Source: an optimization exercise on an open RTL-to-GDS flow (aim: small area and a short achievable clock period). Production flows keep margins and buffers that such runs may drop. No functional check of the RTL was part of any run shown here. Power and IR drop assume default switching activity.

## config.mk

```make
export PLATFORM = sky130hd
export DESIGN_NAME = PE
export DESIGN_NICKNAME = PE
export VERILOG_FILES = /design/flow/design.v
export SDC_FILE = /design/flow/constraint.sdc
export NUM_CORES = 4
export LEC_CHECK = 0
export CAP_MARGIN = 20
export CORE_MARGIN = 2
export CORE_UTILIZATION = 55
export PLACE_DENSITY = 0.7
export SETUP_SLACK_MARGIN = 3
export SLEW_MARGIN = 20
export SYNTH_HIERARCHICAL = 1
export SYNTH_MINIMUM_KEEP_SIZE = 0
```

## constraint.sdc

```tcl
create_clock -name core_clock -period 8.0 [get_ports {clk}]
set_input_delay 1.6000 -clock core_clock [delete_from_list [all_inputs] [get_ports {clk}]]
set_output_delay 1.6000 -clock core_clock [all_outputs]
set_load 0.01 [all_outputs]
```

## design.v

```verilog
module PE (
    input  wire               clk,
    input  wire               rst,
    input  wire               en,
    input  wire               mode_residual,
    input  wire signed [15:0] input_data,
    input  wire signed [15:0] weight_data,
    input  wire signed [15:0] residual_data,
    output reg  signed [15:0] output_data,
    output wire               input_sparse,
    output wire               weight_sparse,
    output wire               computation_skipped,
    output reg         [15:0] sparse_count,
    output reg         [15:0] total_count
);
    assign input_sparse  = (input_data[15:4] == 12'h000) |
                           ((input_data[15:4] == 12'hfff) & (input_data[3:0] != 4'h0));
    assign weight_sparse = (weight_data[15:4] == 12'h000) |
                           ((weight_data[15:4] == 12'hfff) & (weight_data[3:0] != 4'h0));
    assign computation_skipped = input_sparse | weight_sparse;
    wire mac = en & ~computation_skipped;
    reg  [15:0] acc_s;
    reg  [15:0] acc_c;
    wire [15:0] an = ~input_data;
    wire [15:0] bn = ~weight_data;
    wire pp_0_0;
    nr2 u_pp0_0 (.a(an[0]), .b(bn[0]), .y(pp_0_0));
    wire pp_0_1;
    nr2 u_pp0_1 (.a(an[0]), .b(bn[1]), .y(pp_0_1));
    wire pp_0_2;
    nr2 u_pp0_2 (.a(an[0]), .b(bn[2]), .y(pp_0_2));
    wire pp_0_3;
    nr2 u_pp0_3 (.a(an[0]), .b(bn[3]), .y(pp_0_3));
    wire pp_0_4;
    nr2 u_pp0_4 (.a(an[0]), .b(bn[4]), .y(pp_0_4));
    wire pp_0_5;
    nr2 u_pp0_5 (.a(an[0]), .b(bn[5]), .y(pp_0_5));
    wire pp_0_6;
    nr2 u_pp0_6 (.a(an[0]), .b(bn[6]), .y(pp_0_6));
    wire pp_0_7;
    nr2 u_pp0_7 (.a(an[0]), .b(bn[7]), .y(pp_0_7));
    wire pp_0_8;
    nr2 u_pp0_8 (.a(an[0]), .b(bn[8]), .y(pp_0_8));
    wire pp_0_9;
    nr2 u_pp0_9 (.a(an[0]), .b(bn[9]), .y(pp_0_9));
    wire pp_0_10;
    nr2 u_pp0_10 (.a(an[0]), .b(bn[10]), .y(pp_0_10));
    wire pp_0_11;
    nr2 u_pp0_11 (.a(an[0]), .b(bn[11]), .y(pp_0_11));
    wire pp_0_12;
    nr2 u_pp0_12 (.a(an[0]), .b(bn[12]), .y(pp_0_12));
    wire pp_0_13;
    nr2 u_pp0_13 (.a(an[0]), .b(bn[13]), .y(pp_0_13));
    wire pp_0_14;
    nr2 u_pp0_14 (.a(an[0]), .b(bn[14]), .y(pp_0_14));
    wire pp_0_15;
    nr2 u_pp0_15 (.a(an[0]), .b(bn[15]), .y(pp_0_15));
    wire pp_1_0;
    nr2 u_pp1_0 (.a(an[1]), .b(bn[0]), .y(pp_1_0));
    wire pp_1_1;
    nr2 u_pp1_1 (.a(an[1]), .b(bn[1]), .y(pp_1_1));
    wire pp_1_2;
    nr2 u_pp1_2 (.a(an[1]), .b(bn[2]), .y(pp_1_2));
    wire pp_1_3;
    nr2 u_pp1_3 (.a(an[1]), .b(bn[3]), .y(pp_1_3));
    wire pp_1_4;
    nr2 u_pp1_4 (.a(an[1]), .b(bn[4]), .y(pp_1_4));
    wire pp_1_5;
    nr2 u_pp1_5 (.a(an[1]), .b(bn[5]), .y(pp_1_5));
    wire pp_1_6;
    nr2 u_pp1_6 (.a(an[1]), .b(bn[6]), .y(pp_1_6));
    wire pp_1_7;
    nr2 u_pp1_7 (.a(an[1]), .b(bn[7]), .y(pp_1_7));
    wire pp_1_8;
    nr2 u_pp1_8 (.a(an[1]), .b(bn[8]), .y(pp_1_8));
    wire pp_1_9;
    nr2 u_pp1_9 (.a(an[1]), .b(bn[9]), .y(pp_1_9));
    wire pp_1_10;
    nr2 u_pp1_10 (.a(an[1]), .b(bn[10]), .y(pp_1_10));
    wire pp_1_11;
    nr2 u_pp1_11 (.a(an[1]), .b(bn[11]), .y(pp_1_11));
    wire pp_1_12;
    nr2 u_pp1_12 (.a(an[1]), .b(bn[12]), .y(pp_1_12));
    wire pp_1_13;
    nr2 u_pp1_13 (.a(an[1]), .b(bn[13]), .y(pp_1_13));
    wire pp_1_14;
    nr2 u_pp1_14 (.a(an[1]), .b(bn[14]), .y(pp_1_14));
    wire pp_2_0;
    nr2 u_pp2_0 (.a(an[2]), .b(bn[0]), .y(pp_2_0));
    wire pp_2_1;
    nr2 u_pp2_1 (.a(an[2]), .b(bn[1]), .y(pp_2_1));
    wire pp_2_2;
    nr2 u_pp2_2 (.a(an[2]), .b(bn[2]), .y(pp_2_2));
    wire pp_2_3;
    nr2 u_pp2_3 (.a(an[2]), .b(bn[3]), .y(pp_2_3));
    wire pp_2_4;
    nr2 u_pp2_4 (.a(an[2]), .b(bn[4]), .y(pp_2_4));
    wire pp_2_5;
    nr2 u_pp2_5 (.a(an[2]), .b(bn[5]), .y(pp_2_5));
    wire pp_2_6;
    nr2 u_pp2_6 (.a(an[2]), .b(bn[6]), .y(pp_2_6));
    wire pp_2_7;
    nr2 u_pp2_7 (.a(an[2]), .b(bn[7]), .y(pp_2_7));
    wire pp_2_8;
    nr2 u_pp2_8 (.a(an[2]), .b(bn[8]), .y(pp_2_8));
    wire pp_2_9;
    nr2 u_pp2_9 (.a(an[2]), .b(bn[9]), .y(pp_2_9));
    wire pp_2_10;
    nr2 u_pp2_10 (.a(an[2]), .b(bn[10]), .y(pp_2_10));
    wire pp_2_11;
    nr2 u_pp2_11 (.a(an[2]), .b(bn[11]), .y(pp_2_11));
    wire pp_2_12;
    nr2 u_pp2_12 (.a(an[2]), .b(bn[12]), .y(pp_2_12));
    wire pp_2_13;
    nr2 u_pp2_13 (.a(an[2]), .b(bn[13]), .y(pp_2_13));
    wire pp_3_0;
    nr2 u_pp3_0 (.a(an[3]), .b(bn[0]), .y(pp_3_0));
    wire pp_3_1;
    nr2 u_pp3_1 (.a(an[3]), .b(bn[1]), .y(pp_3_1));
    wire pp_3_2;
    nr2 u_pp3_2 (.a(an[3]), .b(bn[2]), .y(pp_3_2));
    wire pp_3_3;
    nr2 u_pp3_3 (.a(an[3]), .b(bn[3]), .y(pp_3_3));
    wire pp_3_4;
    nr2 u_pp3_4 (.a(an[3]), .b(bn[4]), .y(pp_3_4));
    wire pp_3_5;
    nr2 u_pp3_5 (.a(an[3]), .b(bn[5]), .y(pp_3_5));
    wire pp_3_6;
    nr2 u_pp3_6 (.a(an[3]), .b(bn[6]), .y(pp_3_6));
    wire pp_3_7;
    nr2 u_pp3_7 (.a(an[3]), .b(bn[7]), .y(pp_3_7));
    wire pp_3_8;
    nr2 u_pp3_8 (.a(an[3]), .b(bn[8]), .y(pp_3_8));
    wire pp_3_9;
    nr2 u_pp3_9 (.a(an[3]), .b(bn[9]), .y(pp_3_9));
    wire pp_3_10;
    nr2 u_pp3_10 (.a(an[3]), .b(bn[10]), .y(pp_3_10));
    wire pp_3_11;
    nr2 u_pp3_11 (.a(an[3]), .b(bn[11]), .y(pp_3_11));
    wire pp_3_12;
    nr2 u_pp3_12 (.a(an[3]), .b(bn[12]), .y(pp_3_12));
    wire pp_4_0;
    nr2 u_pp4_0 (.a(an[4]), .b(bn[0]), .y(pp_4_0));
    wire pp_4_1;
    nr2 u_pp4_1 (.a(an[4]), .b(bn[1]), .y(pp_4_1));
    wire pp_4_2;
    nr2 u_pp4_2 (.a(an[4]), .b(bn[2]), .y(pp_4_2));
    wire pp_4_3;
    nr2 u_pp4_3 (.a(an[4]), .b(bn[3]), .y(pp_4_3));
    wire pp_4_4;
    nr2 u_pp4_4 (.a(an[4]), .b(bn[4]), .y(pp_4_4));
    wire pp_4_5;
    nr2 u_pp4_5 (.a(an[4]), .b(bn[5]), .y(pp_4_5));
    wire pp_4_6;
    nr2 u_pp4_6 (.a(an[4]), .b(bn[6]), .y(pp_4_6));
    wire pp_4_7;
    nr2 u_pp4_7 (.a(an[4]), .b(bn[7]), .y(pp_4_7));
    wire pp_4_8;
    nr2 u_pp4_8 (.a(an[4]), .b(bn[8]), .y(pp_4_8));
    wire pp_4_9;
    nr2 u_pp4_9 (.a(an[4]), .b(bn[9]), .y(pp_4_9));
    wire pp_4_10;
    nr2 u_pp4_10 (.a(an[4]), .b(bn[10]), .y(pp_4_10));
    wire pp_4_11;
    nr2 u_pp4_11 (.a(an[4]), .b(bn[11]), .y(pp_4_11));
    wire pp_5_0;
    nr2 u_pp5_0 (.a(an[5]), .b(bn[0]), .y(pp_5_0));
    wire pp_5_1;
    nr2 u_pp5_1 (.a(an[5]), .b(bn[1]), .y(pp_5_1));
    wire pp_5_2;
    nr2 u_pp5_2 (.a(an[5]), .b(bn[2]), .y(pp_5_2));
    wire pp_5_3;
    nr2 u_pp5_3 (.a(an[5]), .b(bn[3]), .y(pp_5_3));
    wire pp_5_4;
    nr2 u_pp5_4 (.a(an[5]), .b(bn[4]), .y(pp_5_4));
    wire pp_5_5;
    nr2 u_pp5_5 (.a(an[5]), .b(bn[5]), .y(pp_5_5));
    wire pp_5_6;
    nr2 u_pp5_6 (.a(an[5]), .b(bn[6]), .y(pp_5_6));
    wire pp_5_7;
    nr2 u_pp5_7 (.a(an[5]), .b(bn[7]), .y(pp_5_7));
    wire pp_5_8;
    nr2 u_pp5_8 (.a(an[5]), .b(bn[8]), .y(pp_5_8));
    wire pp_5_9;
    nr2 u_pp5_9 (.a(an[5]), .b(bn[9]), .y(pp_5_9));
    wire pp_5_10;
    nr2 u_pp5_10 (.a(an[5]), .b(bn[10]), .y(pp_5_10));
    wire pp_6_0;
    nr2 u_pp6_0 (.a(an[6]), .b(bn[0]), .y(pp_6_0));
    wire pp_6_1;
    nr2 u_pp6_1 (.a(an[6]), .b(bn[1]), .y(pp_6_1));
    wire pp_6_2;
    nr2 u_pp6_2 (.a(an[6]), .b(bn[2]), .y(pp_6_2));
    wire pp_6_3;
    nr2 u_pp6_3 (.a(an[6]), .b(bn[3]), .y(pp_6_3));
    wire pp_6_4;
    nr2 u_pp6_4 (.a(an[6]), .b(bn[4]), .y(pp_6_4));
    wire pp_6_5;
    nr2 u_pp6_5 (.a(an[6]), .b(bn[5]), .y(pp_6_5));
    wire pp_6_6;
    nr2 u_pp6_6 (.a(an[6]), .b(bn[6]), .y(pp_6_6));
    wire pp_6_7;
    nr2 u_pp6_7 (.a(an[6]), .b(bn[7]), .y(pp_6_7));
    wire pp_6_8;
    nr2 u_pp6_8 (.a(an[6]), .b(bn[8]), .y(pp_6_8));
    wire pp_6_9;
    nr2 u_pp6_9 (.a(an[6]), .b(bn[9]), .y(pp_6_9));
    wire pp_7_0;
    nr2 u_pp7_0 (.a(an[7]), .b(bn[0]), .y(pp_7_0));
    wire pp_7_1;
    nr2 u_pp7_1 (.a(an[7]), .b(bn[1]), .y(pp_7_1));
    wire pp_7_2;
    nr2 u_pp7_2 (.a(an[7]), .b(bn[2]), .y(pp_7_2));
    wire pp_7_3;
    nr2 u_pp7_3 (.a(an[7]), .b(bn[3]), .y(pp_7_3));
    wire pp_7_4;
    nr2 u_pp7_4 (.a(an[7]), .b(bn[4]), .y(pp_7_4));
    wire pp_7_5;
    nr2 u_pp7_5 (.a(an[7]), .b(bn[5]), .y(pp_7_5));
    wire pp_7_6;
    nr2 u_pp7_6 (.a(an[7]), .b(bn[6]), .y(pp_7_6));
    wire pp_7_7;
    nr2 u_pp7_7 (.a(an[7]), .b(bn[7]), .y(pp_7_7));
    wire pp_7_8;
    nr2 u_pp7_8 (.a(an[7]), .b(bn[8]), .y(pp_7_8));
    wire pp_8_0;
    nr2 u_pp8_0 (.a(an[8]), .b(bn[0]), .y(pp_8_0));
    wire pp_8_1;
    nr2 u_pp8_1 (.a(an[8]), .b(bn[1]), .y(pp_8_1));
    wire pp_8_2;
    nr2 u_pp8_2 (.a(an[8]), .b(bn[2]), .y(pp_8_2));
    wire pp_8_3;
    nr2 u_pp8_3 (.a(an[8]), .b(bn[3]), .y(pp_8_3));
    wire pp_8_4;
    nr2 u_pp8_4 (.a(an[8]), .b(bn[4]), .y(pp_8_4));
    wire pp_8_5;
    nr2 u_pp8_5 (.a(an[8]), .b(bn[5]), .y(pp_8_5));
    wire pp_8_6;
    nr2 u_pp8_6 (.a(an[8]), .b(bn[6]), .y(pp_8_6));
    wire pp_8_7;
    nr2 u_pp8_7 (.a(an[8]), .b(bn[7]), .y(pp_8_7));
    wire pp_9_0;
    nr2 u_pp9_0 (.a(an[9]), .b(bn[0]), .y(pp_9_0));
    wire pp_9_1;
    nr2 u_pp9_1 (.a(an[9]), .b(bn[1]), .y(pp_9_1));
    wire pp_9_2;
    nr2 u_pp9_2 (.a(an[9]), .b(bn[2]), .y(pp_9_2));
    wire pp_9_3;
    nr2 u_pp9_3 (.a(an[9]), .b(bn[3]), .y(pp_9_3));
    wire pp_9_4;
    nr2 u_pp9_4 (.a(an[9]), .b(bn[4]), .y(pp_9_4));
    wire pp_9_5;
    nr2 u_pp9_5 (.a(an[9]), .b(bn[5]), .y(pp_9_5));
    wire pp_9_6;
    nr2 u_pp9_6 (.a(an[9]), .b(bn[6]), .y(pp_9_6));
    wire pp_10_0;
    nr2 u_pp10_0 (.a(an[10]), .b(bn[0]), .y(pp_10_0));
    wire pp_10_1;
    nr2 u_pp10_1 (.a(an[10]), .b(bn[1]), .y(pp_10_1));
    wire pp_10_2;
    nr2 u_pp10_2 (.a(an[10]), .b(bn[2]), .y(pp_10_2));
    wire pp_10_3;
    nr2 u_pp10_3 (.a(an[10]), .b(bn[3]), .y(pp_10_3));
    wire pp_10_4;
    nr2 u_pp10_4 (.a(an[10]), .b(bn[4]), .y(pp_10_4));
    wire pp_10_5;
    nr2 u_pp10_5 (.a(an[10]), .b(bn[5]), .y(pp_10_5));
    wire pp_11_0;
    nr2 u_pp11_0 (.a(an[11]), .b(bn[0]), .y(pp_11_0));
    wire pp_11_1;
    nr2 u_pp11_1 (.a(an[11]), .b(bn[1]), .y(pp_11_1));
    wire pp_11_2;
    nr2 u_pp11_2 (.a(an[11]), .b(bn[2]), .y(pp_11_2));
    wire pp_11_3;
    nr2 u_pp11_3 (.a(an[11]), .b(bn[3]), .y(pp_11_3));
    wire pp_11_4;
    nr2 u_pp11_4 (.a(an[11]), .b(bn[4]), .y(pp_11_4));
    wire pp_12_0;
    nr2 u_pp12_0 (.a(an[12]), .b(bn[0]), .y(pp_12_0));
    wire pp_12_1;
    nr2 u_pp12_1 (.a(an[12]), .b(bn[1]), .y(pp_12_1));
    wire pp_12_2;
    nr2 u_pp12_2 (.a(an[12]), .b(bn[2]), .y(pp_12_2));
    wire pp_12_3;
    nr2 u_pp12_3 (.a(an[12]), .b(bn[3]), .y(pp_12_3));
    wire pp_13_0;
    nr2 u_pp13_0 (.a(an[13]), .b(bn[0]), .y(pp_13_0));
    wire pp_13_1;
    nr2 u_pp13_1 (.a(an[13]), .b(bn[1]), .y(pp_13_1));
    wire pp_13_2;
    nr2 u_pp13_2 (.a(an[13]), .b(bn[2]), .y(pp_13_2));
    wire pp_14_0;
    nr2 u_pp14_0 (.a(an[14]), .b(bn[0]), .y(pp_14_0));
    wire pp_14_1;
    nr2 u_pp14_1 (.a(an[14]), .b(bn[1]), .y(pp_14_1));
    wire pp_15_0;
    nr2 u_pp15_0 (.a(an[15]), .b(bn[0]), .y(pp_15_0));
    wire hs0, hc0;
    ha u_ha0 (.a(acc_c[11]), .b(acc_s[11]), .s(hs0), .co(hc0));
    wire fs0, fc0;
    fa u_fa0 (.a(acc_c[12]), .b(acc_s[12]), .c(pp_0_12), .s(fs0), .co(fc0));
    wire hs1, hc1;
    ha u_ha1 (.a(pp_10_2), .b(pp_11_1), .s(hs1), .co(hc1));
    wire fs1, fc1;
    fa u_fa1 (.a(acc_c[13]), .b(acc_s[13]), .c(pp_0_13), .s(fs1), .co(fc1));
    wire fs2, fc2;
    fa u_fa2 (.a(pp_10_3), .b(pp_11_2), .c(pp_12_1), .s(fs2), .co(fc2));
    wire hs2, hc2;
    ha u_ha2 (.a(pp_13_0), .b(pp_1_12), .s(hs2), .co(hc2));
    wire fs3, fc3;
    fa u_fa3 (.a(acc_c[14]), .b(acc_s[14]), .c(pp_0_14), .s(fs3), .co(fc3));
    wire fs4, fc4;
    fa u_fa4 (.a(pp_10_4), .b(pp_11_3), .c(pp_12_2), .s(fs4), .co(fc4));
    wire fs5, fc5;
    fa u_fa5 (.a(pp_13_1), .b(pp_14_0), .c(pp_1_13), .s(fs5), .co(fc5));
    wire hs3, hc3;
    ha u_ha3 (.a(pp_2_12), .b(pp_3_11), .s(hs3), .co(hc3));
    wire hs4, hc4;
    ha u_ha4 (.a(acc_c[7]), .b(acc_s[7]), .s(hs4), .co(hc4));
    wire fs6, fc6;
    fa u_fa6 (.a(acc_c[8]), .b(acc_s[8]), .c(pp_0_8), .s(fs6), .co(fc6));
    wire hs5, hc5;
    ha u_ha5 (.a(pp_1_7), .b(pp_2_6), .s(hs5), .co(hc5));
    wire fs7, fc7;
    fa u_fa7 (.a(acc_c[9]), .b(acc_s[9]), .c(pp_0_9), .s(fs7), .co(fc7));
    wire fs8, fc8;
    fa u_fa8 (.a(pp_1_8), .b(pp_2_7), .c(pp_3_6), .s(fs8), .co(fc8));
    wire hs6, hc6;
    ha u_ha6 (.a(pp_4_5), .b(pp_5_4), .s(hs6), .co(hc6));
    wire fs9, fc9;
    fa u_fa9 (.a(acc_c[10]), .b(acc_s[10]), .c(pp_0_10), .s(fs9), .co(fc9));
    wire fs10, fc10;
    fa u_fa10 (.a(pp_10_0), .b(pp_1_9), .c(pp_2_8), .s(fs10), .co(fc10));
    wire fs11, fc11;
    fa u_fa11 (.a(pp_3_7), .b(pp_4_6), .c(pp_5_5), .s(fs11), .co(fc11));
    wire hs7, hc7;
    ha u_ha7 (.a(pp_6_4), .b(pp_7_3), .s(hs7), .co(hc7));
    wire fs12, fc12;
    fa u_fa12 (.a(hs0), .b(pp_0_11), .c(pp_10_1), .s(fs12), .co(fc12));
    wire fs13, fc13;
    fa u_fa13 (.a(pp_11_0), .b(pp_1_10), .c(pp_2_9), .s(fs13), .co(fc13));
    wire fs14, fc14;
    fa u_fa14 (.a(pp_3_8), .b(pp_4_7), .c(pp_5_6), .s(fs14), .co(fc14));
    wire fs15, fc15;
    fa u_fa15 (.a(pp_6_5), .b(pp_7_4), .c(pp_8_3), .s(fs15), .co(fc15));
    wire fs16, fc16;
    fa u_fa16 (.a(hc0), .b(pp_12_0), .c(pp_1_11), .s(fs16), .co(fc16));
    wire fs17, fc17;
    fa u_fa17 (.a(pp_2_10), .b(pp_3_9), .c(pp_4_8), .s(fs17), .co(fc17));
    wire fs18, fc18;
    fa u_fa18 (.a(pp_5_7), .b(pp_6_6), .c(pp_7_5), .s(fs18), .co(fc18));
    wire fs19, fc19;
    fa u_fa19 (.a(pp_8_4), .b(pp_9_3), .c(hs1), .s(fs19), .co(fc19));
    wire fs20, fc20;
    fa u_fa20 (.a(pp_2_11), .b(pp_3_10), .c(pp_4_9), .s(fs20), .co(fc20));
    wire fs21, fc21;
    fa u_fa21 (.a(pp_5_8), .b(pp_6_7), .c(pp_7_6), .s(fs21), .co(fc21));
    wire fs22, fc22;
    fa u_fa22 (.a(pp_8_5), .b(pp_9_4), .c(hc1), .s(fs22), .co(fc22));
    wire fs23, fc23;
    fa u_fa23 (.a(hs2), .b(fc0), .c(fs1), .s(fs23), .co(fc23));
    wire fs24, fc24;
    fa u_fa24 (.a(pp_4_10), .b(pp_5_9), .c(pp_6_8), .s(fs24), .co(fc24));
    wire fs25, fc25;
    fa u_fa25 (.a(pp_7_7), .b(pp_8_6), .c(pp_9_5), .s(fs25), .co(fc25));
    wire fs26, fc26;
    fa u_fa26 (.a(hc2), .b(hs3), .c(fc1), .s(fs26), .co(fc26));
    wire fs27, fc27;
    fa u_fa27 (.a(fc2), .b(fs3), .c(fs4), .s(fs27), .co(fc27));
    wire hs8, hc8;
    ha u_ha8 (.a(acc_c[4]), .b(acc_s[4]), .s(hs8), .co(hc8));
    wire fs28, fc28;
    fa u_fa28 (.a(acc_c[5]), .b(acc_s[5]), .c(pp_0_5), .s(fs28), .co(fc28));
    wire hs9, hc9;
    ha u_ha9 (.a(pp_1_4), .b(pp_2_3), .s(hs9), .co(hc9));
    wire fs29, fc29;
    fa u_fa29 (.a(acc_c[6]), .b(acc_s[6]), .c(pp_0_6), .s(fs29), .co(fc29));
    wire fs30, fc30;
    fa u_fa30 (.a(pp_1_5), .b(pp_2_4), .c(pp_3_3), .s(fs30), .co(fc30));
    wire hs10, hc10;
    ha u_ha10 (.a(pp_4_2), .b(pp_5_1), .s(hs10), .co(hc10));
    wire fs31, fc31;
    fa u_fa31 (.a(hs4), .b(pp_0_7), .c(pp_1_6), .s(fs31), .co(fc31));
    wire fs32, fc32;
    fa u_fa32 (.a(pp_2_5), .b(pp_3_4), .c(pp_4_3), .s(fs32), .co(fc32));
    wire fs33, fc33;
    fa u_fa33 (.a(pp_5_2), .b(pp_6_1), .c(pp_7_0), .s(fs33), .co(fc33));
    wire fs34, fc34;
    fa u_fa34 (.a(hc4), .b(pp_3_5), .c(pp_4_4), .s(fs34), .co(fc34));
    wire fs35, fc35;
    fa u_fa35 (.a(pp_5_3), .b(pp_6_2), .c(pp_7_1), .s(fs35), .co(fc35));
    wire fs36, fc36;
    fa u_fa36 (.a(pp_8_0), .b(hs5), .c(fs6), .s(fs36), .co(fc36));
    wire fs37, fc37;
    fa u_fa37 (.a(pp_6_3), .b(pp_7_2), .c(pp_8_1), .s(fs37), .co(fc37));
    wire fs38, fc38;
    fa u_fa38 (.a(pp_9_0), .b(hc5), .c(hs6), .s(fs38), .co(fc38));
    wire fs39, fc39;
    fa u_fa39 (.a(fc6), .b(fs7), .c(fs8), .s(fs39), .co(fc39));
    wire fs40, fc40;
    fa u_fa40 (.a(pp_8_2), .b(pp_9_1), .c(hc6), .s(fs40), .co(fc40));
    wire fs41, fc41;
    fa u_fa41 (.a(hs7), .b(fc7), .c(fc8), .s(fs41), .co(fc41));
    wire fs42, fc42;
    fa u_fa42 (.a(fs10), .b(fs11), .c(fs9), .s(fs42), .co(fc42));
    wire fs43, fc43;
    fa u_fa43 (.a(pp_9_2), .b(hc7), .c(fc10), .s(fs43), .co(fc43));
    wire fs44, fc44;
    fa u_fa44 (.a(fc11), .b(fc9), .c(fs12), .s(fs44), .co(fc44));
    wire fs45, fc45;
    fa u_fa45 (.a(fs13), .b(fs14), .c(fs15), .s(fs45), .co(fc45));
    wire fs46, fc46;
    fa u_fa46 (.a(fc12), .b(fc13), .c(fc14), .s(fs46), .co(fc46));
    wire fs47, fc47;
    fa u_fa47 (.a(fc15), .b(fs0), .c(fs16), .s(fs47), .co(fc47));
    wire fs48, fc48;
    fa u_fa48 (.a(fs17), .b(fs18), .c(fs19), .s(fs48), .co(fc48));
    wire fs49, fc49;
    fa u_fa49 (.a(fc16), .b(fc17), .c(fc18), .s(fs49), .co(fc49));
    wire fs50, fc50;
    fa u_fa50 (.a(fs2), .b(fs20), .c(fs21), .s(fs50), .co(fc50));
    wire fs51, fc51;
    fa u_fa51 (.a(fc19), .b(fs22), .c(fs23), .s(fs51), .co(fc51));
    wire fs52, fc52;
    fa u_fa52 (.a(fc20), .b(fc21), .c(fs24), .s(fs52), .co(fc52));
    wire fs53, fc53;
    fa u_fa53 (.a(fs25), .b(fs5), .c(fc22), .s(fs53), .co(fc53));
    wire fs54, fc54;
    fa u_fa54 (.a(fc23), .b(fs26), .c(fs27), .s(fs54), .co(fc54));
    wire hs11, hc11;
    ha u_ha11 (.a(acc_c[2]), .b(acc_s[2]), .s(hs11), .co(hc11));
    wire fs55, fc55;
    fa u_fa55 (.a(acc_c[3]), .b(acc_s[3]), .c(pp_0_3), .s(fs55), .co(fc55));
    wire hs12, hc12;
    ha u_ha12 (.a(pp_1_2), .b(pp_2_1), .s(hs12), .co(hc12));
    wire fs56, fc56;
    fa u_fa56 (.a(hs8), .b(pp_0_4), .c(pp_1_3), .s(fs56), .co(fc56));
    wire fs57, fc57;
    fa u_fa57 (.a(pp_2_2), .b(pp_3_1), .c(pp_4_0), .s(fs57), .co(fc57));
    wire fs58, fc58;
    fa u_fa58 (.a(hc8), .b(pp_3_2), .c(pp_4_1), .s(fs58), .co(fc58));
    wire fs59, fc59;
    fa u_fa59 (.a(pp_5_0), .b(hs9), .c(fs28), .s(fs59), .co(fc59));
    wire fs60, fc60;
    fa u_fa60 (.a(pp_6_0), .b(hc9), .c(hs10), .s(fs60), .co(fc60));
    wire fs61, fc61;
    fa u_fa61 (.a(fc28), .b(fs29), .c(fs30), .s(fs61), .co(fc61));
    wire fs62, fc62;
    fa u_fa62 (.a(hc10), .b(fc29), .c(fc30), .s(fs62), .co(fc62));
    wire fs63, fc63;
    fa u_fa63 (.a(fs31), .b(fs32), .c(fs33), .s(fs63), .co(fc63));
    wire fs64, fc64;
    fa u_fa64 (.a(fc31), .b(fc32), .c(fc33), .s(fs64), .co(fc64));
    wire fs65, fc65;
    fa u_fa65 (.a(fs34), .b(fs35), .c(fs36), .s(fs65), .co(fc65));
    wire fs66, fc66;
    fa u_fa66 (.a(fc34), .b(fc35), .c(fs37), .s(fs66), .co(fc66));
    wire fs67, fc67;
    fa u_fa67 (.a(fs38), .b(fc36), .c(fs39), .s(fs67), .co(fc67));
    wire fs68, fc68;
    fa u_fa68 (.a(fc37), .b(fc38), .c(fs40), .s(fs68), .co(fc68));
    wire fs69, fc69;
    fa u_fa69 (.a(fc39), .b(fs41), .c(fs42), .s(fs69), .co(fc69));
    wire fs70, fc70;
    fa u_fa70 (.a(fc40), .b(fc41), .c(fc42), .s(fs70), .co(fc70));
    wire fs71, fc71;
    fa u_fa71 (.a(fs43), .b(fs44), .c(fs45), .s(fs71), .co(fc71));
    wire fs72, fc72;
    fa u_fa72 (.a(fc43), .b(fc44), .c(fc45), .s(fs72), .co(fc72));
    wire fs73, fc73;
    fa u_fa73 (.a(fs46), .b(fs47), .c(fs48), .s(fs73), .co(fc73));
    wire fs74, fc74;
    fa u_fa74 (.a(fc46), .b(fc47), .c(fs49), .s(fs74), .co(fc74));
    wire fs75, fc75;
    fa u_fa75 (.a(fs50), .b(fc48), .c(fs51), .s(fs75), .co(fc75));
    wire fs76, fc76;
    fa u_fa76 (.a(fc49), .b(fc50), .c(fs52), .s(fs76), .co(fc76));
    wire fs77, fc77;
    fa u_fa77 (.a(fs53), .b(fc51), .c(fs54), .s(fs77), .co(fc77));
    wire hs13, hc13;
    ha u_ha13 (.a(acc_c[1]), .b(acc_s[1]), .s(hs13), .co(hc13));
    wire fs78, fc78;
    fa u_fa78 (.a(hs11), .b(pp_0_2), .c(pp_1_1), .s(fs78), .co(fc78));
    wire fs79, fc79;
    fa u_fa79 (.a(hc11), .b(pp_3_0), .c(hs12), .s(fs79), .co(fc79));
    wire fs80, fc80;
    fa u_fa80 (.a(hc12), .b(fc55), .c(fs56), .s(fs80), .co(fc80));
    wire fs81, fc81;
    fa u_fa81 (.a(fc56), .b(fc57), .c(fs58), .s(fs81), .co(fc81));
    wire fs82, fc82;
    fa u_fa82 (.a(fc58), .b(fs60), .c(fc59), .s(fs82), .co(fc82));
    wire fs83, fc83;
    fa u_fa83 (.a(fc60), .b(fc61), .c(fs62), .s(fs83), .co(fc83));
    wire fs84, fc84;
    fa u_fa84 (.a(fc62), .b(fc63), .c(fs64), .s(fs84), .co(fc84));
    wire fs85, fc85;
    fa u_fa85 (.a(fc64), .b(fs66), .c(fc65), .s(fs85), .co(fc85));
    wire fs86, fc86;
    fa u_fa86 (.a(fc66), .b(fs68), .c(fc67), .s(fs86), .co(fc86));
    wire fs87, fc87;
    fa u_fa87 (.a(fc68), .b(fc69), .c(fs70), .s(fs87), .co(fc87));
    wire fs88, fc88;
    fa u_fa88 (.a(fc70), .b(fc71), .c(fs72), .s(fs88), .co(fc88));
    wire fs89, fc89;
    fa u_fa89 (.a(fc72), .b(fs74), .c(fc73), .s(fs89), .co(fc89));
    wire fs90, fc90;
    fa u_fa90 (.a(fc74), .b(fs76), .c(fc75), .s(fs90), .co(fc90));
    wire hs14, hc14;
    ha u_ha14 (.a(acc_c[0]), .b(acc_s[0]), .s(hs14), .co(hc14));
    wire fs91, fc91;
    fa u_fa91 (.a(hs13), .b(pp_0_1), .c(pp_1_0), .s(fs91), .co(fc91));
    wire fs92, fc92;
    fa u_fa92 (.a(hc13), .b(pp_2_0), .c(fs78), .s(fs92), .co(fc92));
    wire fs93, fc93;
    fa u_fa93 (.a(fc78), .b(fs55), .c(fs79), .s(fs93), .co(fc93));
    wire fs94, fc94;
    fa u_fa94 (.a(fs57), .b(fc79), .c(fs80), .s(fs94), .co(fc94));
    wire fs95, fc95;
    fa u_fa95 (.a(fc80), .b(fs59), .c(fs81), .s(fs95), .co(fc95));
    wire fs96, fc96;
    fa u_fa96 (.a(fc81), .b(fs61), .c(fs82), .s(fs96), .co(fc96));
    wire fs97, fc97;
    fa u_fa97 (.a(fs63), .b(fc82), .c(fs83), .s(fs97), .co(fc97));
    wire fs98, fc98;
    fa u_fa98 (.a(fc83), .b(fs84), .c(fs65), .s(fs98), .co(fc98));
    wire fs99, fc99;
    fa u_fa99 (.a(fc84), .b(fs67), .c(fs85), .s(fs99), .co(fc99));
    wire fs100, fc100;
    fa u_fa100 (.a(fs69), .b(fc85), .c(fs86), .s(fs100), .co(fc100));
    wire fs101, fc101;
    fa u_fa101 (.a(fs71), .b(fc86), .c(fs87), .s(fs101), .co(fc101));
    wire fs102, fc102;
    fa u_fa102 (.a(fs73), .b(fc87), .c(fs88), .s(fs102), .co(fc102));
    wire fs103, fc103;
    fa u_fa103 (.a(fc88), .b(fs75), .c(fs89), .s(fs103), .co(fc103));
    wire fs104, fc104;
    fa u_fa104 (.a(fs77), .b(fc89), .c(fs90), .s(fs104), .co(fc104));
    wire x15_0;
    xo2 u_x0 (.a(acc_s[15]), .b(pp_0_15), .y(x15_0));
    wire x15_1;
    xo2 u_x1 (.a(pp_10_5), .b(pp_11_4), .y(x15_1));
    wire x15_2;
    xo2 u_x2 (.a(pp_12_3), .b(pp_13_2), .y(x15_2));
    wire x15_3;
    xo2 u_x3 (.a(pp_14_1), .b(pp_15_0), .y(x15_3));
    wire x15_4;
    xo2 u_x4 (.a(pp_1_14), .b(pp_2_13), .y(x15_4));
    wire x15_5;
    xo2 u_x5 (.a(pp_3_12), .b(pp_4_11), .y(x15_5));
    wire x15_6;
    xo2 u_x6 (.a(pp_5_10), .b(pp_6_9), .y(x15_6));
    wire x15_7;
    xo2 u_x7 (.a(pp_7_8), .b(pp_8_7), .y(x15_7));
    wire x15_8;
    xo2 u_x8 (.a(pp_9_6), .b(x15_0), .y(x15_8));
    wire x15_9;
    xo2 u_x9 (.a(x15_1), .b(x15_2), .y(x15_9));
    wire x15_10;
    xo2 u_x10 (.a(x15_3), .b(x15_4), .y(x15_10));
    wire x15_11;
    xo2 u_x11 (.a(x15_5), .b(x15_6), .y(x15_11));
    wire x15_12;
    xo2 u_x12 (.a(x15_7), .b(hc3), .y(x15_12));
    wire x15_13;
    xo2 u_x13 (.a(fc24), .b(fc25), .y(x15_13));
    wire x15_14;
    xo2 u_x14 (.a(fc3), .b(fc4), .y(x15_14));
    wire x15_15;
    xo2 u_x15 (.a(fc5), .b(x15_10), .y(x15_15));
    wire x15_16;
    xo2 u_x16 (.a(x15_11), .b(x15_8), .y(x15_16));
    wire x15_17;
    xo2 u_x17 (.a(x15_9), .b(x15_12), .y(x15_17));
    wire x15_18;
    xo2 u_x18 (.a(x15_13), .b(x15_14), .y(x15_18));
    wire x15_19;
    xo2 u_x19 (.a(x15_15), .b(x15_16), .y(x15_19));
    wire x15_20;
    xo2 u_x20 (.a(x15_17), .b(fc26), .y(x15_20));
    wire x15_21;
    xo2 u_x21 (.a(x15_18), .b(x15_19), .y(x15_21));
    wire x15_22;
    xo2 u_x22 (.a(fc27), .b(fc52), .y(x15_22));
    wire x15_23;
    xo2 u_x23 (.a(x15_20), .b(x15_21), .y(x15_23));
    wire x15_24;
    xo2 u_x24 (.a(fc53), .b(x15_22), .y(x15_24));
    wire x15_25;
    xo2 u_x25 (.a(x15_23), .b(x15_24), .y(x15_25));
    wire x15_26;
    xo2 u_x26 (.a(fc54), .b(fc76), .y(x15_26));
    wire x15_27;
    xo2 u_x27 (.a(x15_25), .b(x15_26), .y(x15_27));
    wire x15_28;
    xo2 u_x28 (.a(x15_27), .b(fc77), .y(x15_28));
    wire x15_29;
    xo2 u_x29 (.a(x15_28), .b(fc90), .y(x15_29));
    wire x15_30;
    xo2 u_x30 (.a(x15_29), .b(fc104), .y(x15_30));
    wire [15:0] row0 = {x15_30, fc103, fc102, fc101, fc100, fc99, fc98, fc97, fc96, fc95, fc94, fc93, fc92, fc91, hc14, hs14};
    wire [15:0] row1 = {1'b0, fs104, fs103, fs102, fs101, fs100, fs99, fs98, fs97, fs96, fs95, fs94, fs93, fs92, fs91, pp_0_0};
    wire [15:0] res_g = (residual_data & {16{mode_residual}});
    wire [15:0] out_s, out_c;
    assign out_c[0] = 1'b0;
    fa u_ofa0 (.a(acc_s[0]), .b(acc_c[0]), .c(res_g[0]), .s(out_s[0]), .co(out_c[1]));
    fa u_ofa1 (.a(acc_s[1]), .b(acc_c[1]), .c(res_g[1]), .s(out_s[1]), .co(out_c[2]));
    fa u_ofa2 (.a(acc_s[2]), .b(acc_c[2]), .c(res_g[2]), .s(out_s[2]), .co(out_c[3]));
    fa u_ofa3 (.a(acc_s[3]), .b(acc_c[3]), .c(res_g[3]), .s(out_s[3]), .co(out_c[4]));
    fa u_ofa4 (.a(acc_s[4]), .b(acc_c[4]), .c(res_g[4]), .s(out_s[4]), .co(out_c[5]));
    fa u_ofa5 (.a(acc_s[5]), .b(acc_c[5]), .c(res_g[5]), .s(out_s[5]), .co(out_c[6]));
    fa u_ofa6 (.a(acc_s[6]), .b(acc_c[6]), .c(res_g[6]), .s(out_s[6]), .co(out_c[7]));
    fa u_ofa7 (.a(acc_s[7]), .b(acc_c[7]), .c(res_g[7]), .s(out_s[7]), .co(out_c[8]));
    fa u_ofa8 (.a(acc_s[8]), .b(acc_c[8]), .c(res_g[8]), .s(out_s[8]), .co(out_c[9]));
    fa u_ofa9 (.a(acc_s[9]), .b(acc_c[9]), .c(res_g[9]), .s(out_s[9]), .co(out_c[10]));
    fa u_ofa10 (.a(acc_s[10]), .b(acc_c[10]), .c(res_g[10]), .s(out_s[10]), .co(out_c[11]));
    fa u_ofa11 (.a(acc_s[11]), .b(acc_c[11]), .c(res_g[11]), .s(out_s[11]), .co(out_c[12]));
    fa u_ofa12 (.a(acc_s[12]), .b(acc_c[12]), .c(res_g[12]), .s(out_s[12]), .co(out_c[13]));
    fa u_ofa13 (.a(acc_s[13]), .b(acc_c[13]), .c(res_g[13]), .s(out_s[13]), .co(out_c[14]));
    fa u_ofa14 (.a(acc_s[14]), .b(acc_c[14]), .c(res_g[14]), .s(out_s[14]), .co(out_c[15]));
    assign out_s[15] = (acc_s[15] ^ res_g[15]);
    wire [15:0] out_nx = out_s + out_c;
    wire [15:0] acc_s_d, acc_c_d, out_d;
    mx2 u_ms0 (.s(mac), .a1(row0[0]), .a0(acc_s[0]), .y(acc_s_d[0]));
    mx2 u_ms1 (.s(mac), .a1(row0[1]), .a0(acc_s[1]), .y(acc_s_d[1]));
    mx2 u_ms2 (.s(mac), .a1(row0[2]), .a0(acc_s[2]), .y(acc_s_d[2]));
    mx2 u_ms3 (.s(mac), .a1(row0[3]), .a0(acc_s[3]), .y(acc_s_d[3]));
    mx2 u_ms4 (.s(mac), .a1(row0[4]), .a0(acc_s[4]), .y(acc_s_d[4]));
    mx2 u_ms5 (.s(mac), .a1(row0[5]), .a0(acc_s[5]), .y(acc_s_d[5]));
    mx2 u_ms6 (.s(mac), .a1(row0[6]), .a0(acc_s[6]), .y(acc_s_d[6]));
    mx2 u_ms7 (.s(mac), .a1(row0[7]), .a0(acc_s[7]), .y(acc_s_d[7]));
    mx2 u_ms8 (.s(mac), .a1(row0[8]), .a0(acc_s[8]), .y(acc_s_d[8]));
    mx2 u_ms9 (.s(mac), .a1(row0[9]), .a0(acc_s[9]), .y(acc_s_d[9]));
    mx2 u_ms10 (.s(mac), .a1(row0[10]), .a0(acc_s[10]), .y(acc_s_d[10]));
    mx2 u_ms11 (.s(mac), .a1(row0[11]), .a0(acc_s[11]), .y(acc_s_d[11]));
    mx2 u_ms12 (.s(mac), .a1(row0[12]), .a0(acc_s[12]), .y(acc_s_d[12]));
    mx2 u_ms13 (.s(mac), .a1(row0[13]), .a0(acc_s[13]), .y(acc_s_d[13]));
    mx2 u_ms14 (.s(mac), .a1(row0[14]), .a0(acc_s[14]), .y(acc_s_d[14]));
    mx2 u_ms15 (.s(mac), .a1(row0[15]), .a0(acc_s[15]), .y(acc_s_d[15]));
    mx2 u_mc0 (.s(mac), .a1(row1[0]), .a0(acc_c[0]), .y(acc_c_d[0]));
    mx2 u_mc1 (.s(mac), .a1(row1[1]), .a0(acc_c[1]), .y(acc_c_d[1]));
    mx2 u_mc2 (.s(mac), .a1(row1[2]), .a0(acc_c[2]), .y(acc_c_d[2]));
    mx2 u_mc3 (.s(mac), .a1(row1[3]), .a0(acc_c[3]), .y(acc_c_d[3]));
    mx2 u_mc4 (.s(mac), .a1(row1[4]), .a0(acc_c[4]), .y(acc_c_d[4]));
    mx2 u_mc5 (.s(mac), .a1(row1[5]), .a0(acc_c[5]), .y(acc_c_d[5]));
    mx2 u_mc6 (.s(mac), .a1(row1[6]), .a0(acc_c[6]), .y(acc_c_d[6]));
    mx2 u_mc7 (.s(mac), .a1(row1[7]), .a0(acc_c[7]), .y(acc_c_d[7]));
    mx2 u_mc8 (.s(mac), .a1(row1[8]), .a0(acc_c[8]), .y(acc_c_d[8]));
    mx2 u_mc9 (.s(mac), .a1(row1[9]), .a0(acc_c[9]), .y(acc_c_d[9]));
    mx2 u_mc10 (.s(mac), .a1(row1[10]), .a0(acc_c[10]), .y(acc_c_d[10]));
    mx2 u_mc11 (.s(mac), .a1(row1[11]), .a0(acc_c[11]), .y(acc_c_d[11]));
    mx2 u_mc12 (.s(mac), .a1(row1[12]), .a0(acc_c[12]), .y(acc_c_d[12]));
    mx2 u_mc13 (.s(mac), .a1(row1[13]), .a0(acc_c[13]), .y(acc_c_d[13]));
    mx2 u_mc14 (.s(mac), .a1(row1[14]), .a0(acc_c[14]), .y(acc_c_d[14]));
    mx2 u_mo0 (.s(en), .a1(out_nx[0]), .a0(output_data[0]), .y(out_d[0]));
    mx2 u_mo1 (.s(en), .a1(out_nx[1]), .a0(output_data[1]), .y(out_d[1]));
    mx2 u_mo2 (.s(en), .a1(out_nx[2]), .a0(output_data[2]), .y(out_d[2]));
    mx2 u_mo3 (.s(en), .a1(out_nx[3]), .a0(output_data[3]), .y(out_d[3]));
    mx2 u_mo4 (.s(en), .a1(out_nx[4]), .a0(output_data[4]), .y(out_d[4]));
    mx2 u_mo5 (.s(en), .a1(out_nx[5]), .a0(output_data[5]), .y(out_d[5]));
    mx2 u_mo6 (.s(en), .a1(out_nx[6]), .a0(output_data[6]), .y(out_d[6]));
    mx2 u_mo7 (.s(en), .a1(out_nx[7]), .a0(output_data[7]), .y(out_d[7]));
    mx2 u_mo8 (.s(en), .a1(out_nx[8]), .a0(output_data[8]), .y(out_d[8]));
    mx2 u_mo9 (.s(en), .a1(out_nx[9]), .a0(output_data[9]), .y(out_d[9]));
    mx2 u_mo10 (.s(en), .a1(out_nx[10]), .a0(output_data[10]), .y(out_d[10]));
    mx2 u_mo11 (.s(en), .a1(out_nx[11]), .a0(output_data[11]), .y(out_d[11]));
    mx2 u_mo12 (.s(en), .a1(out_nx[12]), .a0(output_data[12]), .y(out_d[12]));
    mx2 u_mo13 (.s(en), .a1(out_nx[13]), .a0(output_data[13]), .y(out_d[13]));
    mx2 u_mo14 (.s(en), .a1(out_nx[14]), .a0(output_data[14]), .y(out_d[14]));
    mx2 u_mo15 (.s(en), .a1(out_nx[15]), .a0(output_data[15]), .y(out_d[15]));
    always @(posedge clk or posedge rst) begin
        if (rst) begin
            acc_s <= 16'd0;
            acc_c <= 16'd0;
            output_data <= 16'd0;
            sparse_count <= 16'd0;
            total_count <= 16'd0;
        end else begin
            total_count  <= total_count + {15'd0, en};
            sparse_count <= sparse_count + {15'd0, en & computation_skipped};
            acc_s <= acc_s_d;
            acc_c[0] <= acc_c_d[0];
            acc_c[1] <= acc_c_d[1];
            acc_c[2] <= acc_c_d[2];
            acc_c[3] <= acc_c_d[3];
            acc_c[4] <= acc_c_d[4];
            acc_c[5] <= acc_c_d[5];
            acc_c[6] <= acc_c_d[6];
            acc_c[7] <= acc_c_d[7];
            acc_c[8] <= acc_c_d[8];
            acc_c[9] <= acc_c_d[9];
            acc_c[10] <= acc_c_d[10];
            acc_c[11] <= acc_c_d[11];
            acc_c[12] <= acc_c_d[12];
            acc_c[13] <= acc_c_d[13];
            acc_c[14] <= acc_c_d[14];
            output_data <= out_d;
        end
    end
endmodule
module fa (input wire a, input wire b, input wire c, output wire s, output wire co);
    assign s = a ^ b ^ c;
    assign co = (a & b) | (a & c) | (b & c);
endmodule
module ha (input wire a, input wire b, output wire s, output wire co);
    assign s = a ^ b;
    assign co = a & b;
endmodule
module xo2 (input wire a, input wire b, output wire y);
    assign y = a ^ b;
endmodule
module nr2 (input wire a, input wire b, output wire y);
    assign y = ~(a | b);
endmodule
module mx2 (input wire s, input wire a1, input wire a0, output wire y);
    assign y = s ? a1 : a0;
endmodule
```

## flow/run.sh

```bash
#!/bin/bash
# Standard ORFS layout with two changes:
#  - port buffers use the smallest buffer cell (buffer_ports' default pick is clkdlybuf4s50_1);
#  - after synthesis every combinational cell starts at drive strength 1 (flow/downsize.tcl),
#    and timing repair sizes up only what the timing needs.
set -euo pipefail
export BUFFER_PORTS_ARGS="-buffer_cell sky130_fd_sc_hd__buf_1"
export POST_SYNTH_TCL="$(pwd)/flow/downsize.tcl"
bash standard.sh finish > standard_flow.log 2>&1
```

## standard.sh

```bash
#!/bin/bash
# synth_recipe.tcl (not shown) runs the flow's synth.tcl, then flattens the netlist and writes it again
# the make line also repeats each setting of config.mk as NAME=value (left out here)
make -C /OpenROAD-flow-scripts/flow DESIGN_CONFIG=/design/flow/config.mk WORK_HOME=/design/flow/orfs CLKGATE_MAP_FILE= SYNTH_SCRIPT=/design/flow/synth_recipe.tcl "${@:-finish}"
```

## flow/downsize.tcl

```tcl
# Sourced after the synthesized netlist is loaded (POST_SYNTH_TCL): set every
# combinational cell to its smallest (_1) drive strength; the later timing repair
# sizes up the cells that need it. Flip-flops are left as synthesis made them.
set db [ord::get_db]
set n 0
foreach inst [[ord::get_db_block] getInsts] {
  set m [[$inst getMaster] getName]
  if {[regexp {^(sky130_fd_sc_hd__[a-z0-9]+)_([0-9]+)$} $m -> base d]} {
    if {[string match "*__df*" $base] || [string match "*__dl*" $base] || [string match "*__sdf*" $base]} { continue }
    if {$d > 1} {
      set nm [$db findMaster ${base}_1]
      if {$nm ne "NULL" && $nm ne ""} { $inst swapMaster $nm; incr n }
    }
  }
}
puts "downsize.tcl: set $n cells to drive strength 1"
```

==> results of run 1 <==
-- layout make-up --
| cell class | instances | area (um^2) |
|---|---|---|
| clock buffer | 9 | 225 |
| clock inverter | 7 | 103 |
| fill | 1078 | 4700 |
| inverter | 40 | 166 |
| multi-input combinational | 544 | 5280 |
| sequential | 79 | 1980 |
| tap | 176 | 220 |
| timing repair buffer | 118 | 519 |
-- layer usage --
metal	part of all wire	GRT usage	vias to the layer above
met5	0	0	-
met4	0.022	0.0882	0
met3	0.050	0.0452	28
met2	0.51	0.452	164
met1	0.42	0.362	2721
li1	-	-	2429
-- where the power goes --
group          switching (mW)  leakage, nW  internal, mW  total, mW
Combinational            1.21         2.82          1.14       2.35
Clock                   0.187        0.163         0.278      0.465
Sequential              0.144         1.00         0.560      0.703
-- registers in the layout, summed over array words and instances (netlist names) --
signal,flops
acc_s,16
output_data,16
sparse_count,16
total_count,16
acc_c,15
-- through the flow --
stage	power (mW)	utilization	worst slack [ns]	hold slack (ns)	cell area [um^2]
floorplan	2.48	-	3.03	0.504	7410
global placement	2.95	0.609	2.64	0.455	8040
detailed placement	3.06	0.609	2.57	0.459	8040
CTS	3.55	0.635	3.12	0.469	8380
global route	3.93	0.644	2.99	0.499	8490
finish	3.52	0.644	3.10	0.464	8490
-- what timing repair did --
item | 4_1_cts | 5_1_grt
cloned | 0 | 0
gates resized for setup | 0 | 3
setup endpoints to repair | 2 | 2
setup buffers | 2 | 11
-- final timing paths --
kind / start / endpoint
max in group asynchronous: rst / acc_c[13]
min in group asynchronous: rst / total_count[13]
setup / recovery: weight_data[2] / acc_c[13]
setup reg to reg: acc_c[13] / acc_s[15]
hold / removal: sparse_count[15] / sparse_count[15]
hold reg to reg: sparse_count[15] / sparse_count[15]
-- critical path: stages --
cell and delay [ns]:
buf_1 0.09, inv_1 0.36, nor2_1 0.10, ha_1 0.32
fa_1 0.54, fa_1 0.44, fa_1 0.42, fa_1 0.53
fa_1 0.42, mux2_1 0.31
==> results.json, run 1 <==
{
  "drt_pass1_iterations": 5,
  "cp.required_ns": 8.23,
  "max-cap-violations": 0,
  "syn-cell-area_um2": 7400,
  "r2r_slack_ns": 4.33,
  "grt_overflow": 0,
  "crit_fanout": 14,
  "hold_viol": 0,
  "cts_tree": "yes",
  "final_max_slew_viol_count": 0,
  "path_class": "primary input to flop",
  "cts_buffer_depth": 2,
  "fin_crit_sh": 0.612,
  "drt_iter0_markers": 291,
  "final_cells": 973,
  "io_pins": 103,
  "vias": 5342,
  "antenna_found_initial": 0,
  "rows": 42,
  "die_x_um": 120,
  "post-route-min-period_ns": 4.90,
  "wl_mm": 17.7,
  "max_slew_margin": 0.454,
  "numCtsBuffers": 9,
  "route.detailed.drc": 0,
  "cts_hold_buffers": 0,
  "cts-root-buf": "clkbuf_16",
  "nNetsFinal": 998,
  "ys_warn_count": 7,
  "p_leak_nw": 3.98,
  "tightest_slew_ns": 0.819,
  "track_usage": 0.270,
  "wl_per_cell_um": 18.2,
  "worst_setup_path_end_kind": "flop",
  "num_antenna_cells": 0,
  "core_area_um2": 13200,
  "drive_above_1_share": 0.0502,
  "clock_skew_ns": 0.00925,
  "ir_worst_vdd_mv": 0.404,
  "syn-num-nets": 870,
  "setup-tns-final_ns": 0,
  "layout_commonest_cell": "nor2_1",
  "worstSetupStartpointType": "primary input",
  "die_area_um2": 14400,
  "p_per_area_nw_per_um2": 414,
  "dp_hpwl_mm": 13.6,
  "setup_violations": 0,
  "fmax_ghz": 0.204,
  "clk_latency_ns": 0.35,
  "grt_max_degree": 80,
  "vias_per_cell": 5.49,
  "start_util": 0.561,
  "holdCritPathClass": "flop to flop",
  "clkTransAtPathRegs_ns": 0.06,
  "grt_pass1_vias": 5662,
  "run_status": "timing/DRC/antenna clean",
  "layout_common_cells": "nor2_1, fa_1, buf_1",
  "cp.arrival_ns": 5.13,
  "synth_cells": 664,
  "io_buffers": 102,
  "htreeDepth": 3,
  "ant_nets": 0,
  "hold_depth": 1,
  "gp_congestion": 0.883,
  "dp.cells": 944,
  "avgSynthCellArea_um2": 11.1,
  "reg2reg_depth": 8,
  "rsz0062_at_grt": "no",
  "cts.sinks": 79,
  "die_y_um": 120,
  "grt_pass1_wl_mm": 29.4,
  "area_growth_pct": 14.7
}
==> run 2: changes to the inputs <==
--- a/config.mk
+++ b/config.mk
@@ -11,3 +11,3 @@
 export PLACE_DENSITY = 0.7
-export SETUP_SLACK_MARGIN = 3
+export SETUP_SLACK_MARGIN = 3.3
 export SLEW_MARGIN = 20
==> run 2 against run 1 <==
Compared with the run above:
- critical path depth is 1 higher
- non-clock buffer count is 24 higher
- cell count rose by 2.5%
- die area did not move
- largest power group unchanged
- critical path type unchanged
- synthesized cell count did not move
- flip-flop and latch count did not move
- clock power fell by about 10%
- still clean
==> results.json, run 2 <==
{
  "synth_cells": 664,
  "route.detailed.drc": 0,
  "antenna_found_initial": 0,
  "setup_violations": 0,
  "drive_above_1_share": 0.133,
  "layout_commonest_cell": "nor2_1",
  "track_usage": 0.282,
  "use_met1": 0.357,
  "crit_path_frequent_cell": "fa_1",
  "rows": 42,
  "min-delay-start": "sparse_count[15]",
  "grt_pass1_vias": 6017,
  "grt-busiest-layer": "met2",
  "cts_buffer_depth": 2,
  "clk_latency_ns": 0.34,
  "htreeDepth": 3,
  "clock_skew_ns": 0.00625,
  "cts-root-buf": "clkbuf_16",
  "grt.met3_usage": 0.0523,
  "ys_warn_count": 7,
  "dp_hpwl_mm": 13.7,
  "setup-tns-final_ns": 0,
  "final_max_slew_viol_count": 0,
  "drt_iter0_markers": 315,
  "post-route-min-period_ns": 4.69,
  "die_x_um": 120,
  "max-cap-violations": 0,
  "crit_slowest_cell": "fa_1",
  "r2r_start": "acc_s[13]",
  "grt_pass1_wl_mm": 31.1,
  "place_ws_ns": 2.58,
  "final_util": 0.668,
  "cp.arrival_ns": 4.91,
  "n_fill_cell": 1023,
  "die_area_um2": 14400,
  "drt_pass1_iterations": 5,
  "vias": 5598,
  "p_per_area_nw_per_um2": 400,
  "syn-cell-area_um2": 7400,
  "start_util": 0.561,
  "crit_fanout": 3,
  "worstSetupStartpointType": "primary input",
  "grt_use_met2": 0.488,
  "wl_mm": 18.5,
  "vias_per_cell": 5.61,
  "fin_ws_ns": 3.31,
  "layout_common_cells": "nor2_1, fa_1, buf_1",
  "hold_viol": 0,
  "ir_worst_vdd_mv": 0.486,
  "cts_tree": "yes",
  "ant_nets": 0,
  "worst_setup_path_end_kind": "flop",
  "worstPathCellList": "buf_8 -> clkinvlp_4 -> nor2_4 -> fa_1 -> fa_1 -> fa_1 -> fa_2 -> fa_1 -> fa_2 -> xor2_1 -> mux2_4",
  "max_slew_margin": 0.517,
  "io_pins": 103,
  "fmax_ghz": 0.213,
  "grt_max_degree": 80,
  "io_buffers": 102,
  "power_mw": 3.52,
  "avgSynthCellArea_um2": 11.1,
  "postLayoutCellArea_um2": 8810,
  "cp.required_ns": 8.23,
  "wl_per_cell_um": 18.6,
  "nNetsFinal": 1022,
  "slowest_delay_ns": 0.54,
  "holdCritPathClass": "flop to flop",
  "syn-num-nets": 870,
  "die_y_um": 120,
  "core_area_um2": 13200,
  "p_leak_nw": 4.09,
  "cts.sinks": 79,
  "numCtsBuffers": 9,
  "tightest_slew_ns": 0.724,
  "rsz0062_at_grt": "yes",
  "run_status": "timing/DRC/antenna clean",
  "gp_congestion": 0.981,
  "clkTransAtPathRegs_ns": 0.06,
  "fin_crit_sh": 0.586,
  "area_growth_pct": 19.0,
  "grt_overflow": 0,
  "path_class": "primary input to flop",
  "cp-startpoint": "input_data[0]",
  "dpl_cell_area_um2": 8050,
  "num_antenna_cells": 0
}
==> run 2: worst max-delay path: cells and delay by family <==
| kind | cells | cell delay (ns) |
|---|---|---|
| muxes | 1 | 0.26 |
| buffers and inverters | 2 | 0.23 |
| xor gates and xnor gates | 1 | 0.16 |
| adders and majority gates | 6 | 2.61 |
| and+or+nand+nor | 1 | 0.04 |
==> run 2: timing repair <==
| action | 4_1_cts | 5_1_grt |
|---|---|---|
| hold buffers | 0 | 0 |
| setup endpoints to repair | 7 | 12 |
| endpoints found under the hold margin | 0 | 0 |
| pin swaps | 3 | 4 |
| setup buffers | 27 | 10 |
| gates resized for setup | 15 | 35 |
==> run 2: path summary, 6_finish.rpt <==
check,endpoint,slack [ns],depth (start not counted)
setup / recovery,acc_s[15],3.31,11
hold / removal,sparse_count[15],0.47,1
setup reg to reg,acc_s[15],4.41,8
hold reg to reg,sparse_count[15],0.47,1
max in group asynchronous,total_count[0],6.07,3
min in group asynchronous,total_count[14],1.43,3
==> run 2: power breakdown <==
group / internal, mW / switching (mW) / total (mW) / leakage [nW]
Clock: 0.245 / 0.172 / 0.418 / 0.143
Combinational: 1.19 / 1.21 / 2.40 / 2.95
Sequential: 0.560 / 0.142 / 0.702 / 1.00
Total: 2.00 / 1.53 / 3.52 / 4.09
==> run 2: final cells by class <==
| type | count | area [um^2] | area share |
|---|---|---|---|
| clock buffer | 9 | 225 | 0.0256 |
| clock inverter | 7 | 80.1 | 0.00909 |
| inverter | 40 | 206 | 0.0234 |
| multi-input combinational | 544 | 5330 | 0.605 |
| sequential | 79 | 1980 | 0.224 |
| tap | 176 | 220 | 0.0250 |
| timing repair buffer | 142 | 768 | 0.0872 |
==> run 2: routing by layer <==
metal | vias up | part of all wire
li1 | 2481 | -
met1 | 2854 | 0.39
met2 | 215 | 0.52
met3 | 48 | 0.060
met4 | 0 | 0.030
met5 | - | 0
==> run 2: through the flow <==
step                instances  hold WS, ns
CTS                       987        0.472
floorplan                 664        0.504
detailed placement        944        0.460
finish                    997        0.467
global placement          944        0.462
global route              997        0.502
==> run 3: changes to the inputs <==
--- a/config.mk
+++ b/config.mk
@@ -9,5 +9,5 @@
 export CORE_MARGIN = 2
-export CORE_UTILIZATION = 55
-export PLACE_DENSITY = 0.7
-export SETUP_SLACK_MARGIN = 3.3
+export CORE_UTILIZATION = 40
+export PLACE_DENSITY = 0.6
+export SETUP_SLACK_MARGIN = 3
 export SLEW_MARGIN = 20
==> run 3 against run 2 <==
Compared with the run above:
- still clean
- clock skew rose by 0.0062 ns
- sequential power grew 0.6%
- hold slack improved by 0.0046 ns
- non-clock buffer count fell by 30
- critical path depth unchanged
- wire length shrank 7.4%
- cell count grew 2.3%
- cell area down 4.0%
- largest cell class unchanged
- highest routed layer unchanged
==> results.json, run 3 <==
{
  "route.detailed.drc": 0,
  "holdCritPathClass": "flop to flop",
  "rsz0062_at_grt": "no",
  "synth_cells": 664,
  "area_growth_pct": 14.2,
  "fin_crit_sh": 0.607,
  "dp_hpwl_mm": 13.5,
  "syn-num-nets": 870,
  "track_usage": 0.189,
  "hold_viol": 0,
  "tightest_slew_ns": 0.735,
  "die_y_um": 140,
  "setup-tns-final_ns": 0,
  "grt_pass1_vias": 5680,
  "p_leak_nw": 3.93,
  "run_status": "timing/DRC/antenna clean",
  "post-route-min-period_ns": 4.86,
  "max_slew_margin": 0.510,
  "crit_fanout": 12,
  "clock_skew_ns": 0.0125,
  "worstSetupStartpointType": "primary input",
  "cp.arrival_ns": 5.09,
  "start_util": 0.409,
  "power_mw": 3.38,
  "ant_nets": 0,
  "swShare": 0.439,
  "wl_per_cell_um": 16.8,
  "power.clock.fraction": 0.120,
  "io_buffers": 102,
  "syn-cell-area_um2": 7400,
  "grt_overflow": 0,
  "gp_congestion": 0.857,
  "vias": 5211,
  "rows": 49,
  "drive_above_1_share": 0.0417,
  "reg2reg_depth": 8,
  "power.share.sequential": 0.209,
  "final_max_slew_viol_count": 0,
  "cts_buffer_depth": 2,
  "vias_per_cell": 5.11,
  "ys_warn_count": 7,
  "antenna_found_initial": 0,
  "worst_setup_path_end_kind": "flop",
  "nNetsFinal": 992,
  "pwr-share-comb": 0.671,
  "clk_latency_ns": 0.34,
  "p_switching_mw": 1.49,
  "cts_tree": "yes",
  "die_area_um2": 19600,
  "clkTransAtPathRegs_ns": 0.07,
  "grt_pass1_wl_mm": 29.2,
  "setup_violations": 0,
  "cp.required_ns": 8.23,
  "layout_commonest_cell": "nor2_1",
  "htreeDepth": 3,
  "ir_worst_vdd_mv": 0.262,
  "numCtsBuffers": 9,
  "fmax_ghz": 0.206,
  "wl_mm": 17.2,
  "cts.sinks": 79,
  "path_class": "primary input to flop",
  "avgSynthCellArea_um2": 11.1,
  "num_antenna_cells": 0,
  "grt_max_degree": 80,
  "drt_pass1_iterations": 22,
  "io_pins": 103,
  "internal_power_mw": 1.90,
  "die_x_um": 140,
  "max-cap-violations": 0,
  "core_area_um2": 18100,
  "drt_iter0_markers": 328,
  "p_per_area_nw_per_um2": 400,
  "hold_depth": 1,
  "cts-root-buf": "clkbuf_16",
  "layout_common_cells": "nor2_1, fa_1, buf_1"
}
## run 3: critical path, stage by stage
cell        delay [ns]
buf_1             0.15
clkinvlp_4        0.29
nor2_1            0.16
ha_1              0.26
fa_1              0.56
fa_1              0.44
fa_2              0.35
fa_1              0.46
fa_2              0.35
xor2_1            0.16
mux2_1            0.29
## run 3: worst paths after layout
path	start	endpoint	slack, ns
max	input_data[1]	acc_s[15]	3.14
min	total_count[15]	total_count[15]	0.47
max reg2reg	acc_c[13]	acc_s[15]	4.35
min reg2reg	total_count[15]	total_count[15]	0.47
max in group asynchronous	rst	acc_s[14]	6.06
min in group asynchronous	rst	total_count[7]	1.43
## run 3: area by class of cell
class | count | area, um^2
clock inverter | 7 | 62.6
tap | 229 | 287
inverter | 40 | 163
clock buffer | 9 | 225
multi-input combinational | 544 | 5280
timing repair buffer | 112 | 462
sequential | 79 | 1980
fill | 1705 | 9630
## run 3: repair_timing
item,in CTS,in global routing
hold buffers,0,0
gates resized for setup,0,2
endpoints found under the setup margin,2,2
setup buffers,2,5
## run 3: power by group through the flow
stage          Clock, mW  Combinational (mW)  Sequential (mW)
4_1_cts            0.419                2.32            0.713
3_3_place_gp           0                2.26            0.716
6_report           0.406                2.27            0.706
3_5_place_dp           0                2.30            0.720
2_1_floorplan          0                1.78            0.703
5_1_grt            0.434                2.66            0.732
## run 3: metrics by stage
step	instances	cell area, um^2	hold slack, ns	setup slack [ns]	util
2_1_floorplan	664	7410	0.504	3.03	-
3_3_place_gp	997	8100	0.455	2.62	0.448
3_5_place_dp	997	8100	0.466	2.57	0.448
4_1_cts	1015	8410	0.474	3.08	0.465
5_1_grt	1020	8460	0.489	3.01	0.468
6_report	1020	8460	0.472	3.14	0.468
## run 3: per-layer routing
| layer | up-vias | track usage | share of wire |
|---|---|---|---|
| met5 | - | 0 | 0 |
| met4 | 0 | 0.0505 | 0.018 |
| met3 | 21 | 0.0277 | 0.035 |
| met2 | 115 | 0.332 | 0.52 |
| met1 | 2654 | 0.246 | 0.43 |
| li1 | 2421 | - | - |

afterwards: timing with drivers on the ports:
The results above use ideal ports. As a check the final layouts listed here were re-extracted and re-timed, cells and wires unchanged.
Step 1, drivers: a clkbuf_16 drives clk and a buf_2 each remaining input, both assumed.
Step 2 moves the port delays by t, midway between the first and last clock arrival at a register: inputs arrive t later, outputs are due t later. That takes back most of the time a late clock gives input paths.
a / b / c = no drivers / after step 1 / after step 2; a / b = the first two.
run | shift t [ns] | setup slack, ns | hold WS [ns]
run 1 | 0.389 | 3.102 / 3.122 / 2.733 | 0.464 / 0.464 / 0.464
run 2 | 0.381 | 3.314 / 3.309 / 2.929 | 0.467 / 0.467 / 0.467
run 3 | 0.377 | 3.142 / 3.151 / 2.774 | 0.472 / 0.472 / 0.472
After both steps every run listed still meets setup and hold. The setup slack of run 2, which loses most, moves by -0.005 ns with the drivers and by -0.385 ns with both steps.
